Source: an optimization exercise on an open RTL-to-GDS flow (aim: small area and a short achievable clock period). Production flows keep margins and buffers that such runs may drop. Function was checked by simulation only, so behaviour that the tests miss may differ from the original.

===== flow/config.mk =====
export PLATFORM = sky130hd
export DESIGN_NAME = PE_array
export DESIGN_NICKNAME = PE_array
export VERILOG_FILES = /design/flow/design.v
export SDC_FILE = /design/flow/constraint.sdc
export NUM_CORES = 4
export LEC_CHECK = 0
export CAP_MARGIN = 20
export CORE_MARGIN = 2
export CORE_UTILIZATION = 40
export PLACE_DENSITY = 0.6
export SETUP_SLACK_MARGIN = 1.5
export SLEW_MARGIN = 20
export SYNTH_HIERARCHICAL = 1
export SYNTH_MINIMUM_KEEP_SIZE = 0

===== flow/run.sh =====
#!/bin/bash
# synth_recipe.tcl (not shown) runs the flow's synth.tcl, then flattens the netlist and writes it again
# the make line also repeats each setting of config.mk as NAME=value (left out here)
make -C /OpenROAD-flow-scripts/flow DESIGN_CONFIG=/design/flow/config.mk WORK_HOME=/design/flow/orfs CLKGATE_MAP_FILE= SYNTH_SCRIPT=/design/flow/synth_recipe.tcl finish

===== flow/constraint.sdc =====
create_clock -name core_clock -period 6.5 [get_ports {clk}]
set_input_delay 1.3000 -clock core_clock [delete_from_list [all_inputs] [get_ports {clk}]]
set_output_delay 1.3000 -clock core_clock [all_outputs]
set_load 0.01 [all_outputs]

===== flow/design.v =====
module PE (
	input              clk          ,
	input              rst_n        ,
	input              reset_pe     ,
	input              write_out_en ,
	input      [15:0]  top_in       ,
	input      [15:0]  left_in      ,
	input      [15:0]  mac_in       ,
	output reg [15:0]  bottom_out   ,
	output reg [15:0]  right_out    ,
	output reg [15:0]  mac_out
);
	wire [15:0] pp0 = {16{left_in[0]}} & top_in[15:0];
	wire [14:0] pp1 = {15{left_in[1]}} & top_in[14:0];
	wire [13:0] pp2 = {14{left_in[2]}} & top_in[13:0];
	wire [12:0] pp3 = {13{left_in[3]}} & top_in[12:0];
	wire [11:0] pp4 = {12{left_in[4]}} & top_in[11:0];
	wire [10:0] pp5 = {11{left_in[5]}} & top_in[10:0];
	wire [9:0] pp6 = {10{left_in[6]}} & top_in[9:0];
	wire [8:0] pp7 = {9{left_in[7]}} & top_in[8:0];
	wire [7:0] pp8 = {8{left_in[8]}} & top_in[7:0];
	wire [6:0] pp9 = {7{left_in[9]}} & top_in[6:0];
	wire [5:0] pp10 = {6{left_in[10]}} & top_in[5:0];
	wire [4:0] pp11 = {5{left_in[11]}} & top_in[4:0];
	wire [3:0] pp12 = {4{left_in[12]}} & top_in[3:0];
	wire [2:0] pp13 = {3{left_in[13]}} & top_in[2:0];
	wire [1:0] pp14 = {2{left_in[14]}} & top_in[1:0];
	wire [0:0] pp15 = {1{left_in[15]}} & top_in[0:0];
	reg  [15:0] acc ;
	wire n0, n1;
	HA u_n0 (.a(acc[0]), .b(pp0[0]), .s(n0), .co(n1));
	wire n2, n3;
	FA u_n2 (.a(acc[1]), .b(pp0[1]), .c(pp1[0]), .s(n2), .co(n3));
	wire n4, n5;
	HA u_n4 (.a(n1), .b(n2), .s(n4), .co(n5));
	wire n6, n7;
	FA u_n6 (.a(acc[2]), .b(pp0[2]), .c(pp1[1]), .s(n6), .co(n7));
	wire n8, n9;
	FA u_n8 (.a(pp2[0]), .b(n3), .c(n6), .s(n8), .co(n9));
	wire n10, n11;
	HA u_n10 (.a(n5), .b(n8), .s(n10), .co(n11));
	wire n12, n13;
	FA u_n12 (.a(acc[3]), .b(pp0[3]), .c(pp1[2]), .s(n12), .co(n13));
	wire n14, n15;
	FA u_n14 (.a(pp2[1]), .b(pp3[0]), .c(n7), .s(n14), .co(n15));
	wire n16, n17;
	FA u_n16 (.a(n12), .b(n14), .c(n9), .s(n16), .co(n17));
	wire n18, n19;
	HA u_n18 (.a(n11), .b(n16), .s(n18), .co(n19));
	wire n20, n21;
	FA u_n20 (.a(acc[4]), .b(pp0[4]), .c(pp1[3]), .s(n20), .co(n21));
	wire n22, n23;
	FA u_n22 (.a(pp2[2]), .b(pp3[1]), .c(pp4[0]), .s(n22), .co(n23));
	wire n24, n25;
	FA u_n24 (.a(n13), .b(n20), .c(n22), .s(n24), .co(n25));
	wire n26, n27;
	FA u_n26 (.a(n15), .b(n24), .c(n17), .s(n26), .co(n27));
	wire n28, n29;
	HA u_n28 (.a(n19), .b(n26), .s(n28), .co(n29));
	wire n30, n31;
	FA u_n30 (.a(acc[5]), .b(pp0[5]), .c(pp1[4]), .s(n30), .co(n31));
	wire n32, n33;
	FA u_n32 (.a(pp2[3]), .b(pp3[2]), .c(pp4[1]), .s(n32), .co(n33));
	wire n34, n35;
	FA u_n34 (.a(pp5[0]), .b(n21), .c(n23), .s(n34), .co(n35));
	wire n36, n37;
	FA u_n36 (.a(n30), .b(n32), .c(n25), .s(n36), .co(n37));
	wire n38, n39;
	FA u_n38 (.a(n34), .b(n36), .c(n27), .s(n38), .co(n39));
	wire n40, n41;
	FA u_n40 (.a(acc[6]), .b(pp0[6]), .c(pp1[5]), .s(n40), .co(n41));
	wire n42, n43;
	FA u_n42 (.a(pp2[4]), .b(pp3[3]), .c(pp4[2]), .s(n42), .co(n43));
	wire n44, n45;
	FA u_n44 (.a(pp5[1]), .b(pp6[0]), .c(n31), .s(n44), .co(n45));
	wire n46, n47;
	FA u_n46 (.a(n33), .b(n40), .c(n42), .s(n46), .co(n47));
	wire n48, n49;
	FA u_n48 (.a(n35), .b(n44), .c(n46), .s(n48), .co(n49));
	wire n50, n51;
	HA u_n50 (.a(n37), .b(n48), .s(n50), .co(n51));
	wire n52, n53;
	FA u_n52 (.a(acc[7]), .b(pp0[7]), .c(pp1[6]), .s(n52), .co(n53));
	wire n54, n55;
	FA u_n54 (.a(pp2[5]), .b(pp3[4]), .c(pp4[3]), .s(n54), .co(n55));
	wire n56, n57;
	FA u_n56 (.a(pp5[2]), .b(pp6[1]), .c(pp7[0]), .s(n56), .co(n57));
	wire n58, n59;
	FA u_n58 (.a(n41), .b(n43), .c(n52), .s(n58), .co(n59));
	wire n60, n61;
	FA u_n60 (.a(n54), .b(n56), .c(n45), .s(n60), .co(n61));
	wire n62, n63;
	FA u_n62 (.a(n47), .b(n58), .c(n60), .s(n62), .co(n63));
	wire n64, n65;
	HA u_n64 (.a(n49), .b(n51), .s(n64), .co(n65));
	wire n66, n67;
	FA u_n66 (.a(acc[8]), .b(pp0[8]), .c(pp1[7]), .s(n66), .co(n67));
	wire n68, n69;
	FA u_n68 (.a(pp2[6]), .b(pp3[5]), .c(pp4[4]), .s(n68), .co(n69));
	wire n70, n71;
	FA u_n70 (.a(pp5[3]), .b(pp6[2]), .c(pp7[1]), .s(n70), .co(n71));
	wire n72, n73;
	FA u_n72 (.a(pp8[0]), .b(n53), .c(n55), .s(n72), .co(n73));
	wire n74, n75;
	FA u_n74 (.a(n57), .b(n66), .c(n68), .s(n74), .co(n75));
	wire n76, n77;
	FA u_n76 (.a(n70), .b(n59), .c(n72), .s(n76), .co(n77));
	wire n78, n79;
	FA u_n78 (.a(n74), .b(n61), .c(n76), .s(n78), .co(n79));
	wire n80, n81;
	HA u_n80 (.a(n63), .b(n78), .s(n80), .co(n81));
	wire n82, n83;
	FA u_n82 (.a(acc[9]), .b(pp0[9]), .c(pp1[8]), .s(n82), .co(n83));
	wire n84, n85;
	FA u_n84 (.a(pp2[7]), .b(pp3[6]), .c(pp4[5]), .s(n84), .co(n85));
	wire n86, n87;
	FA u_n86 (.a(pp5[4]), .b(pp6[3]), .c(pp7[2]), .s(n86), .co(n87));
	wire n88, n89;
	FA u_n88 (.a(pp8[1]), .b(pp9[0]), .c(n67), .s(n88), .co(n89));
	wire n90, n91;
	FA u_n90 (.a(n69), .b(n71), .c(n82), .s(n90), .co(n91));
	wire n92, n93;
	FA u_n92 (.a(n84), .b(n86), .c(n73), .s(n92), .co(n93));
	wire n94, n95;
	FA u_n94 (.a(n75), .b(n88), .c(n90), .s(n94), .co(n95));
	wire n96, n97;
	FA u_n96 (.a(n77), .b(n92), .c(n94), .s(n96), .co(n97));
	wire n98, n99;
	HA u_n98 (.a(n79), .b(n96), .s(n98), .co(n99));
	wire n100, n101;
	FA u_n100 (.a(acc[10]), .b(pp0[10]), .c(pp10[0]), .s(n100), .co(n101));
	wire n102, n103;
	FA u_n102 (.a(pp1[9]), .b(pp2[8]), .c(pp3[7]), .s(n102), .co(n103));
	wire n104, n105;
	FA u_n104 (.a(pp4[6]), .b(pp5[5]), .c(pp6[4]), .s(n104), .co(n105));
	wire n106, n107;
	FA u_n106 (.a(pp7[3]), .b(pp8[2]), .c(pp9[1]), .s(n106), .co(n107));
	wire n108, n109;
	FA u_n108 (.a(n83), .b(n85), .c(n87), .s(n108), .co(n109));
	wire n110, n111;
	FA u_n110 (.a(n100), .b(n102), .c(n104), .s(n110), .co(n111));
	wire n112, n113;
	FA u_n112 (.a(n106), .b(n89), .c(n108), .s(n112), .co(n113));
	wire n114, n115;
	FA u_n114 (.a(n91), .b(n110), .c(n93), .s(n114), .co(n115));
	wire n116, n117;
	FA u_n116 (.a(n112), .b(n95), .c(n114), .s(n116), .co(n117));
	wire n118, n119;
	HA u_n118 (.a(n97), .b(n99), .s(n118), .co(n119));
	wire n120, n121;
	FA u_n120 (.a(acc[11]), .b(pp0[11]), .c(pp10[1]), .s(n120), .co(n121));
	wire n122, n123;
	FA u_n122 (.a(pp11[0]), .b(pp1[10]), .c(pp2[9]), .s(n122), .co(n123));
	wire n124, n125;
	FA u_n124 (.a(pp3[8]), .b(pp4[7]), .c(pp5[6]), .s(n124), .co(n125));
	wire n126, n127;
	FA u_n126 (.a(pp6[5]), .b(pp7[4]), .c(pp8[3]), .s(n126), .co(n127));
	wire n128, n129;
	FA u_n128 (.a(pp9[2]), .b(n101), .c(n103), .s(n128), .co(n129));
	wire n130, n131;
	FA u_n130 (.a(n105), .b(n107), .c(n120), .s(n130), .co(n131));
	wire n132, n133;
	FA u_n132 (.a(n122), .b(n124), .c(n126), .s(n132), .co(n133));
	wire n134, n135;
	FA u_n134 (.a(n109), .b(n111), .c(n128), .s(n134), .co(n135));
	wire n136, n137;
	FA u_n136 (.a(n130), .b(n132), .c(n113), .s(n136), .co(n137));
	wire n138, n139;
	FA u_n138 (.a(n134), .b(n115), .c(n136), .s(n138), .co(n139));
	wire n140, n141;
	HA u_n140 (.a(n117), .b(n138), .s(n140), .co(n141));
	wire n142, n143;
	FA u_n142 (.a(acc[12]), .b(pp0[12]), .c(pp10[2]), .s(n142), .co(n143));
	wire n144, n145;
	FA u_n144 (.a(pp11[1]), .b(pp12[0]), .c(pp1[11]), .s(n144), .co(n145));
	wire n146, n147;
	FA u_n146 (.a(pp2[10]), .b(pp3[9]), .c(pp4[8]), .s(n146), .co(n147));
	wire n148, n149;
	FA u_n148 (.a(pp5[7]), .b(pp6[6]), .c(pp7[5]), .s(n148), .co(n149));
	wire n150, n151;
	FA u_n150 (.a(pp8[4]), .b(pp9[3]), .c(n121), .s(n150), .co(n151));
	wire n152, n153;
	FA u_n152 (.a(n123), .b(n125), .c(n127), .s(n152), .co(n153));
	wire n154, n155;
	FA u_n154 (.a(n142), .b(n144), .c(n146), .s(n154), .co(n155));
	wire n156, n157;
	FA u_n156 (.a(n148), .b(n129), .c(n131), .s(n156), .co(n157));
	wire n158, n159;
	FA u_n158 (.a(n133), .b(n150), .c(n152), .s(n158), .co(n159));
	wire n160, n161;
	FA u_n160 (.a(n154), .b(n135), .c(n156), .s(n160), .co(n161));
	wire n162, n163;
	FA u_n162 (.a(n158), .b(n137), .c(n160), .s(n162), .co(n163));
	wire n164, n165;
	HA u_n164 (.a(n139), .b(n162), .s(n164), .co(n165));
	wire n166, n167;
	FA u_n166 (.a(acc[13]), .b(pp0[13]), .c(pp10[3]), .s(n166), .co(n167));
	wire n168, n169;
	FA u_n168 (.a(pp11[2]), .b(pp12[1]), .c(pp13[0]), .s(n168), .co(n169));
	wire n170, n171;
	FA u_n170 (.a(pp1[12]), .b(pp2[11]), .c(pp3[10]), .s(n170), .co(n171));
	wire n172, n173;
	FA u_n172 (.a(pp4[9]), .b(pp5[8]), .c(pp6[7]), .s(n172), .co(n173));
	wire n174, n175;
	FA u_n174 (.a(pp7[6]), .b(pp8[5]), .c(pp9[4]), .s(n174), .co(n175));
	wire n176, n177;
	FA u_n176 (.a(n143), .b(n145), .c(n147), .s(n176), .co(n177));
	wire n178, n179;
	FA u_n178 (.a(n149), .b(n166), .c(n168), .s(n178), .co(n179));
	wire n180, n181;
	FA u_n180 (.a(n170), .b(n172), .c(n174), .s(n180), .co(n181));
	wire n182, n183;
	FA u_n182 (.a(n151), .b(n153), .c(n155), .s(n182), .co(n183));
	wire n184, n185;
	FA u_n184 (.a(n176), .b(n178), .c(n180), .s(n184), .co(n185));
	wire n186, n187;
	FA u_n186 (.a(n157), .b(n159), .c(n182), .s(n186), .co(n187));
	wire n188, n189;
	FA u_n188 (.a(n184), .b(n161), .c(n186), .s(n188), .co(n189));
	wire n190, n191;
	HA u_n190 (.a(n163), .b(n188), .s(n190), .co(n191));
	wire n192, n193;
	FA u_n192 (.a(acc[14]), .b(pp0[14]), .c(pp10[4]), .s(n192), .co(n193));
	wire n194, n195;
	FA u_n194 (.a(pp11[3]), .b(pp12[2]), .c(pp13[1]), .s(n194), .co(n195));
	wire n196, n197;
	FA u_n196 (.a(pp14[0]), .b(pp1[13]), .c(pp2[12]), .s(n196), .co(n197));
	wire n198, n199;
	FA u_n198 (.a(pp3[11]), .b(pp4[10]), .c(pp5[9]), .s(n198), .co(n199));
	wire n200, n201;
	FA u_n200 (.a(pp6[8]), .b(pp7[7]), .c(pp8[6]), .s(n200), .co(n201));
	wire n202, n203;
	FA u_n202 (.a(pp9[5]), .b(n167), .c(n169), .s(n202), .co(n203));
	wire n204, n205;
	FA u_n204 (.a(n171), .b(n173), .c(n175), .s(n204), .co(n205));
	wire n206, n207;
	FA u_n206 (.a(n192), .b(n194), .c(n196), .s(n206), .co(n207));
	wire n208, n209;
	FA u_n208 (.a(n198), .b(n200), .c(n177), .s(n208), .co(n209));
	wire n210, n211;
	FA u_n210 (.a(n179), .b(n181), .c(n202), .s(n210), .co(n211));
	wire n212, n213;
	FA u_n212 (.a(n204), .b(n206), .c(n183), .s(n212), .co(n213));
	wire n214, n215;
	FA u_n214 (.a(n208), .b(n185), .c(n210), .s(n214), .co(n215));
	wire n216, n217;
	FA u_n216 (.a(n187), .b(n212), .c(n214), .s(n216), .co(n217));
	wire n218, n219;
	HA u_n218 (.a(n189), .b(n216), .s(n218), .co(n219));
	wire n220;
	X2 u_n220 (.a(acc[15]), .b(pp0[15]), .y(n220));
	wire n221;
	X2 u_n221 (.a(pp10[5]), .b(pp11[4]), .y(n221));
	wire n222;
	X2 u_n222 (.a(pp12[3]), .b(pp13[2]), .y(n222));
	wire n223;
	X2 u_n223 (.a(pp14[1]), .b(pp15[0]), .y(n223));
	wire n224;
	X2 u_n224 (.a(pp1[14]), .b(pp2[13]), .y(n224));
	wire n225;
	X2 u_n225 (.a(pp3[12]), .b(pp4[11]), .y(n225));
	wire n226;
	X2 u_n226 (.a(pp5[10]), .b(pp6[9]), .y(n226));
	wire n227;
	X2 u_n227 (.a(pp7[8]), .b(pp8[7]), .y(n227));
	wire n228;
	X2 u_n228 (.a(pp9[6]), .b(n220), .y(n228));
	wire n229;
	X2 u_n229 (.a(n221), .b(n222), .y(n229));
	wire n230;
	X2 u_n230 (.a(n223), .b(n224), .y(n230));
	wire n231;
	X2 u_n231 (.a(n225), .b(n226), .y(n231));
	wire n232;
	X2 u_n232 (.a(n227), .b(n228), .y(n232));
	wire n233;
	X2 u_n233 (.a(n229), .b(n230), .y(n233));
	wire n234;
	X2 u_n234 (.a(n231), .b(n193), .y(n234));
	wire n235;
	X2 u_n235 (.a(n195), .b(n197), .y(n235));
	wire n236;
	X2 u_n236 (.a(n199), .b(n201), .y(n236));
	wire n237;
	X2 u_n237 (.a(n232), .b(n233), .y(n237));
	wire n238;
	X2 u_n238 (.a(n234), .b(n235), .y(n238));
	wire n239;
	X2 u_n239 (.a(n236), .b(n237), .y(n239));
	wire n240;
	X2 u_n240 (.a(n238), .b(n203), .y(n240));
	wire n241;
	X2 u_n241 (.a(n205), .b(n207), .y(n241));
	wire n242;
	X2 u_n242 (.a(n239), .b(n240), .y(n242));
	wire n243;
	X2 u_n243 (.a(n241), .b(n242), .y(n243));
	wire n244;
	X2 u_n244 (.a(n209), .b(n211), .y(n244));
	wire n245;
	X2 u_n245 (.a(n243), .b(n244), .y(n245));
	wire n246;
	X2 u_n246 (.a(n245), .b(n213), .y(n246));
	wire n247;
	X2 u_n247 (.a(n215), .b(n246), .y(n247));
	wire n248;
	X2 u_n248 (.a(n247), .b(n217), .y(n248));
	wire [15:0] ra = {n248, n191, n165, n141, n119, n116, n81, n65, n62, n50, n29, n28, n18, n10, n4, n0};
	wire [15:0] rb = {n219, n218, n190, n164, n140, n118, n98, n80, n64, n39, n38, 1'b0, 1'b0, 1'b0, 1'b0, 1'b0};
	wire [15:0] nxt;
	assign nxt[4:0] = ra[4:0];
	assign nxt[15:5] = ra[15:5] + rb[15:5];
	always @(posedge clk or negedge rst_n) begin
		if (!rst_n) begin
			acc        <= 16'd0 ;
			bottom_out <= 16'd0 ;
			right_out  <= 16'd0 ;
			mac_out    <= 16'd0 ;
		end
		else begin
			acc        <= reset_pe ? 16'd0 : nxt ;
			bottom_out <= top_in ;
			right_out  <= left_in ;
			mac_out    <= write_out_en ? mac_in : acc ;
		end
	end
endmodule
module FA (input a, input b, input c, output s, output co);
	assign s  = a ^ b ^ c ;
	assign co = (a & b) | (a & c) | (b & c) ;
endmodule
module BS (input a1, input a0, input one, input two, input neg, output y);
	assign y = ((one & a1) | (two & a0)) ^ neg ;
endmodule
module X2 (input a, input b, output y);
	assign y = a ^ b ;
endmodule
module XN2 (input a, input b, output y);
	assign y = ~(a ^ b) ;
endmodule
module HA (input a, input b, output s, output co);
	assign s  = a ^ b ;
	assign co = a & b ;
endmodule
module PE_array #(
    parameter DATA_WIDTH    = 16 ,
    parameter SYSTOLIC_SIZE = 4
) (
    input                                       clk          ,
    input                                       rst_n        ,
    input                                       reset_pe     ,
    input                                       write_out_en ,
    input  [SYSTOLIC_SIZE * DATA_WIDTH - 1 : 0] wgt_in       ,
    input  [SYSTOLIC_SIZE * DATA_WIDTH - 1 : 0] ifm_in       ,
    output [SYSTOLIC_SIZE * DATA_WIDTH - 1 : 0] ofm_out
);
    wire [15:0] dn  [0:3][0:3] ;
    wire [15:0] rt  [0:3][0:3] ;
    wire [15:0] mo  [0:3][0:3] ;
    PE pe_0_0 (
        .clk (clk), .rst_n (rst_n), .reset_pe (reset_pe), .write_out_en (write_out_en),
        .top_in (wgt_in[15:0]), .left_in (ifm_in[15:0]), .mac_in (mo[0][1]),
        .bottom_out (dn[0][0]), .right_out (rt[0][0]), .mac_out (mo[0][0])
    );
    PE pe_0_1 (
        .clk (clk), .rst_n (rst_n), .reset_pe (reset_pe), .write_out_en (write_out_en),
        .top_in (wgt_in[31:16]), .left_in (rt[0][0]), .mac_in (mo[0][2]),
        .bottom_out (dn[0][1]), .right_out (rt[0][1]), .mac_out (mo[0][1])
    );
    PE pe_0_2 (
        .clk (clk), .rst_n (rst_n), .reset_pe (reset_pe), .write_out_en (write_out_en),
        .top_in (wgt_in[47:32]), .left_in (rt[0][1]), .mac_in (mo[0][3]),
        .bottom_out (dn[0][2]), .right_out (rt[0][2]), .mac_out (mo[0][2])
    );
    PE pe_0_3 (
        .clk (clk), .rst_n (rst_n), .reset_pe (reset_pe), .write_out_en (write_out_en),
        .top_in (wgt_in[63:48]), .left_in (rt[0][2]), .mac_in (16'd0),
        .bottom_out (dn[0][3]), .right_out (rt[0][3]), .mac_out (mo[0][3])
    );
    PE pe_1_0 (
        .clk (clk), .rst_n (rst_n), .reset_pe (reset_pe), .write_out_en (write_out_en),
        .top_in (dn[0][0]), .left_in (ifm_in[31:16]), .mac_in (mo[1][1]),
        .bottom_out (dn[1][0]), .right_out (rt[1][0]), .mac_out (mo[1][0])
    );
    PE pe_1_1 (
        .clk (clk), .rst_n (rst_n), .reset_pe (reset_pe), .write_out_en (write_out_en),
        .top_in (dn[0][1]), .left_in (rt[1][0]), .mac_in (mo[1][2]),
        .bottom_out (dn[1][1]), .right_out (rt[1][1]), .mac_out (mo[1][1])
    );
    PE pe_1_2 (
        .clk (clk), .rst_n (rst_n), .reset_pe (reset_pe), .write_out_en (write_out_en),
        .top_in (dn[0][2]), .left_in (rt[1][1]), .mac_in (mo[1][3]),
        .bottom_out (dn[1][2]), .right_out (rt[1][2]), .mac_out (mo[1][2])
    );
    PE pe_1_3 (
        .clk (clk), .rst_n (rst_n), .reset_pe (reset_pe), .write_out_en (write_out_en),
        .top_in (dn[0][3]), .left_in (rt[1][2]), .mac_in (16'd0),
        .bottom_out (dn[1][3]), .right_out (rt[1][3]), .mac_out (mo[1][3])
    );
    PE pe_2_0 (
        .clk (clk), .rst_n (rst_n), .reset_pe (reset_pe), .write_out_en (write_out_en),
        .top_in (dn[1][0]), .left_in (ifm_in[47:32]), .mac_in (mo[2][1]),
        .bottom_out (dn[2][0]), .right_out (rt[2][0]), .mac_out (mo[2][0])
    );
    PE pe_2_1 (
        .clk (clk), .rst_n (rst_n), .reset_pe (reset_pe), .write_out_en (write_out_en),
        .top_in (dn[1][1]), .left_in (rt[2][0]), .mac_in (mo[2][2]),
        .bottom_out (dn[2][1]), .right_out (rt[2][1]), .mac_out (mo[2][1])
    );
    PE pe_2_2 (
        .clk (clk), .rst_n (rst_n), .reset_pe (reset_pe), .write_out_en (write_out_en),
        .top_in (dn[1][2]), .left_in (rt[2][1]), .mac_in (mo[2][3]),
        .bottom_out (dn[2][2]), .right_out (rt[2][2]), .mac_out (mo[2][2])
    );
    PE pe_2_3 (
        .clk (clk), .rst_n (rst_n), .reset_pe (reset_pe), .write_out_en (write_out_en),
        .top_in (dn[1][3]), .left_in (rt[2][2]), .mac_in (16'd0),
        .bottom_out (dn[2][3]), .right_out (rt[2][3]), .mac_out (mo[2][3])
    );
    PE pe_3_0 (
        .clk (clk), .rst_n (rst_n), .reset_pe (reset_pe), .write_out_en (write_out_en),
        .top_in (dn[2][0]), .left_in (ifm_in[63:48]), .mac_in (mo[3][1]),
        .bottom_out (dn[3][0]), .right_out (rt[3][0]), .mac_out (mo[3][0])
    );
    PE pe_3_1 (
        .clk (clk), .rst_n (rst_n), .reset_pe (reset_pe), .write_out_en (write_out_en),
        .top_in (dn[2][1]), .left_in (rt[3][0]), .mac_in (mo[3][2]),
        .bottom_out (dn[3][1]), .right_out (rt[3][1]), .mac_out (mo[3][1])
    );
    PE pe_3_2 (
        .clk (clk), .rst_n (rst_n), .reset_pe (reset_pe), .write_out_en (write_out_en),
        .top_in (dn[2][2]), .left_in (rt[3][1]), .mac_in (mo[3][3]),
        .bottom_out (dn[3][2]), .right_out (rt[3][2]), .mac_out (mo[3][2])
    );
    PE pe_3_3 (
        .clk (clk), .rst_n (rst_n), .reset_pe (reset_pe), .write_out_en (write_out_en),
        .top_in (dn[2][3]), .left_in (rt[3][2]), .mac_in (16'd0),
        .bottom_out (dn[3][3]), .right_out (rt[3][3]), .mac_out (mo[3][3])
    );
    assign ofm_out[15:0] = mo[0][0] ;
    assign ofm_out[31:16] = mo[1][0] ;
    assign ofm_out[47:32] = mo[2][0] ;
    assign ofm_out[63:48] = mo[3][0] ;
endmodule

==> run notes <==
==> cell type report <==
type / instances / area share (%)
Multi-Input combinational cell: 5776 / 66.5
Sequential cell: 896 / 23.6
Clock inverter: 47 / 0.621
Tap cell: 2821 / 3.69
Clock buffer: 135 / 2.93
Antenna cell: 6 / 0.0157
Timing Repair Buffer: 301 / 2.68
==> worst min-delay path by stage <==
stage	slack (ps)	cells past startpoint	end	from
4_1_cts	400	0	pe_2_1.bottom_out[14]$_DFF_PN0_	pe_1_1.bottom_out[14]$_DFF_PN0_
3_3_place_gp	390	0	pe_2_1.bottom_out[14]$_DFF_PN0_	pe_1_1.bottom_out[14]$_DFF_PN0_
6_report	410	0	pe_2_1.bottom_out[14]$_DFF_PN0_	pe_1_1.bottom_out[14]$_DFF_PN0_
2_1_floorplan	350	0	pe_0_1.right_out[15]$_DFF_PN0_	pe_0_0.right_out[15]$_DFF_PN0_
3_5_place_dp	400	0	pe_2_1.bottom_out[14]$_DFF_PN0_	pe_1_1.bottom_out[14]$_DFF_PN0_
5_1_grt	420	0	pe_1_1.right_out[15]$_DFF_PN0_	pe_1_0.right_out[15]$_DFF_PN0_
==> layout by cell type, fill, tap and decap left out, types with 79 or more instances in the layout <==
cell type and instances:
a21o_1 80, and2_1 2170, buf_4 93, clkbuf_16 101, clkdlybuf4s50_1 81, dfrtp_1 807, dfrtp_2 79, fa_1 1457
fa_2 95, ha_1 322, mux2_2 256, nor2_1 144, nor2b_1 128, xor2_1 528
==> critical path, cell delays in order <==
cell           delay [ps]
dlygate4sd2_1         510
and2_1                220
fa_1                  460
fa_2                  410
fa_1                  540
fa_1                  440
fa_1                  510
ha_4                  290
ha_4                  200
and4_4                180
a221oi_2              270
xnor2_1               140
nor2_1                 60
==> layer usage <==
layer | part of all wire [%] | vias up | GRT usage (%)
met5 | 0.041 | - | 0
met4 | 3.5 | 16 | 7.11
met3 | 4.4 | 400 | 2.97
met2 | 50 | 1330 | 37.2
met1 | 42 | 27767 | 28.4
li1 | - | 22152 | -
==> repair_timing <==
| item | CTS | global route |
|---|---|---|
| gates cloned | 0 | 0 |
| gates resized for setup | 153 | 257 |
| pin swaps | 7 | 16 |
| endpoints found under the setup margin | 48 | 60 |
| setup buffers | 4 | 31 |
==> run notes <==
Fin Hold WS -> 411 ps
DR vias/cell -> 5.18
Area after DPL -> 92000 um^2
Post-detail-place hpwl -> 174000 um
Maximum number of pins on one net before global-route repair -> 174
CP arrival -> 5550 ps
Worst slack at placement -> 247 ps
Die area -> 218000 um^2
Layout net count -> 9142
1st-iter DRT viols -> 2794
# DRC -> 0
Pre-Repair DR Iteration Count -> 5
GPL Wtd Cong -> 0.876
Vias in the first global route -> 60414
Synth warnings -> 8
Clk latency of the worst-skew pair -> 730 ps
Placed cell count -> 9759
Status -> timing/DRC/antenna clean
Worst setup EP type -> flip-flop
DRT antenna net count -> 0
Fin cells -> 9982
Register area -> 22600 um^2
Max Slew Vio Count -> 0
HP Class -> flip-flop to flip-flop
DR WL/cell -> 22.9 um
Critical path class -> primary input to flip-flop
First-pass GRT wire length -> 363000 um
DIE WIDTH -> 467 um
Max_slew headroom -> 35.6%
Worst setup margin -> 1530 ps
Area grow syn2layout -> 11.8%
Critical Path End -> pe_0_0.acc[15]$_DFF_PN0_
Slack of the worst reg-to-reg path -> 1650 ps
Total GRT Usage -> 21.7%
RR Endpoint -> pe_1_1.acc[15]$_DFF_PN0_
Crit path time final -> 4970 ps
CP Launch Point -> ifm_in[8]
GRT overflow -> 0
Post-route clock period utilization -> 76.4%
RSZ-0062 raised after global routing -> yes
Worst-margin pin slew -> 967 ps
Clock Tree Buf Depth -> 3
Fmax -> 0.201 GHz
Total core area -> 212000 um^2
Total CTS buffers -> 99
Layout fillers -> 19379
Gate Count Post-Synth -> 6849
Wirelength, routed -> 229000 um
Multi-input logic area -> 63600 um^2
CP Data Required Time -> 7080 ps
I/O Buffers -> 195
Vias -> 51665
Syn Area/Cell -> 12.5 um^2
IO Count -> 196
Initial antenna violation count -> 21
Worst reg2reg path depth -> 13
Hold-fix buffers, CTS -> 0
# H-tree levels -> 3
CTS Sinks -> 896
Worst R2R Start -> pe_0_1.bottom_out[6]$_DFF_PN0_
Final setup TNS -> 0 ps
Placement Rows -> 169
Die H -> 467 um
Starting Density -> 40.3%
Clk Tree Root Cell -> clkbuf_16
Final instance area -> 95700 um^2
Skew final -> 27.7 ps
Max-Cap Viols -> 0
Share of post-route cells with drive strength above 1 -> 13.0%
Fin. Hold Viols -> 0
Final core occ -> 45.1%
CP Launch Type -> primary input
Clk pin slew, worst setup/hold paths -> 60 ps
CP Max Fanout -> 9
Setup violators final -> 0
CTS tree -> built
Mapped cell area -> 85600 um^2

==> port drivers added, routing unchanged <==
The flow's constraints put no driver on any port. The routed layout listed below was extracted and timed again, unchanged, in two steps. Step 1 (the two cells are an assumption about what drives the block):
set clk [get_ports {clk}]
set_driving_cell -lib_cell sky130_fd_sc_hd__clkbuf_16 $clk
set_driving_cell -lib_cell sky130_fd_sc_hd__buf_2 [delete_from_list [all_inputs] $clk]
Step 2 moves the port delays by t, midway between the first and last clock arrival at a register: inputs arrive t later, outputs are due t later. That takes back most of the time a late clock gives input paths. Slacks: ideal / step 1 / step 2; pairs: ideal / step 1.
t, ns: 0.795
slack for setup (ns): 1.531 / 1.587 / 0.792
worst setup path at the end: input to register
latest minus earliest clock arrival (ns): 0.031 / 0.030
After both steps setup and hold are still met in this run. The setup slack of this run moves by +0.056 ns with the drivers and by -0.739 ns with both steps.
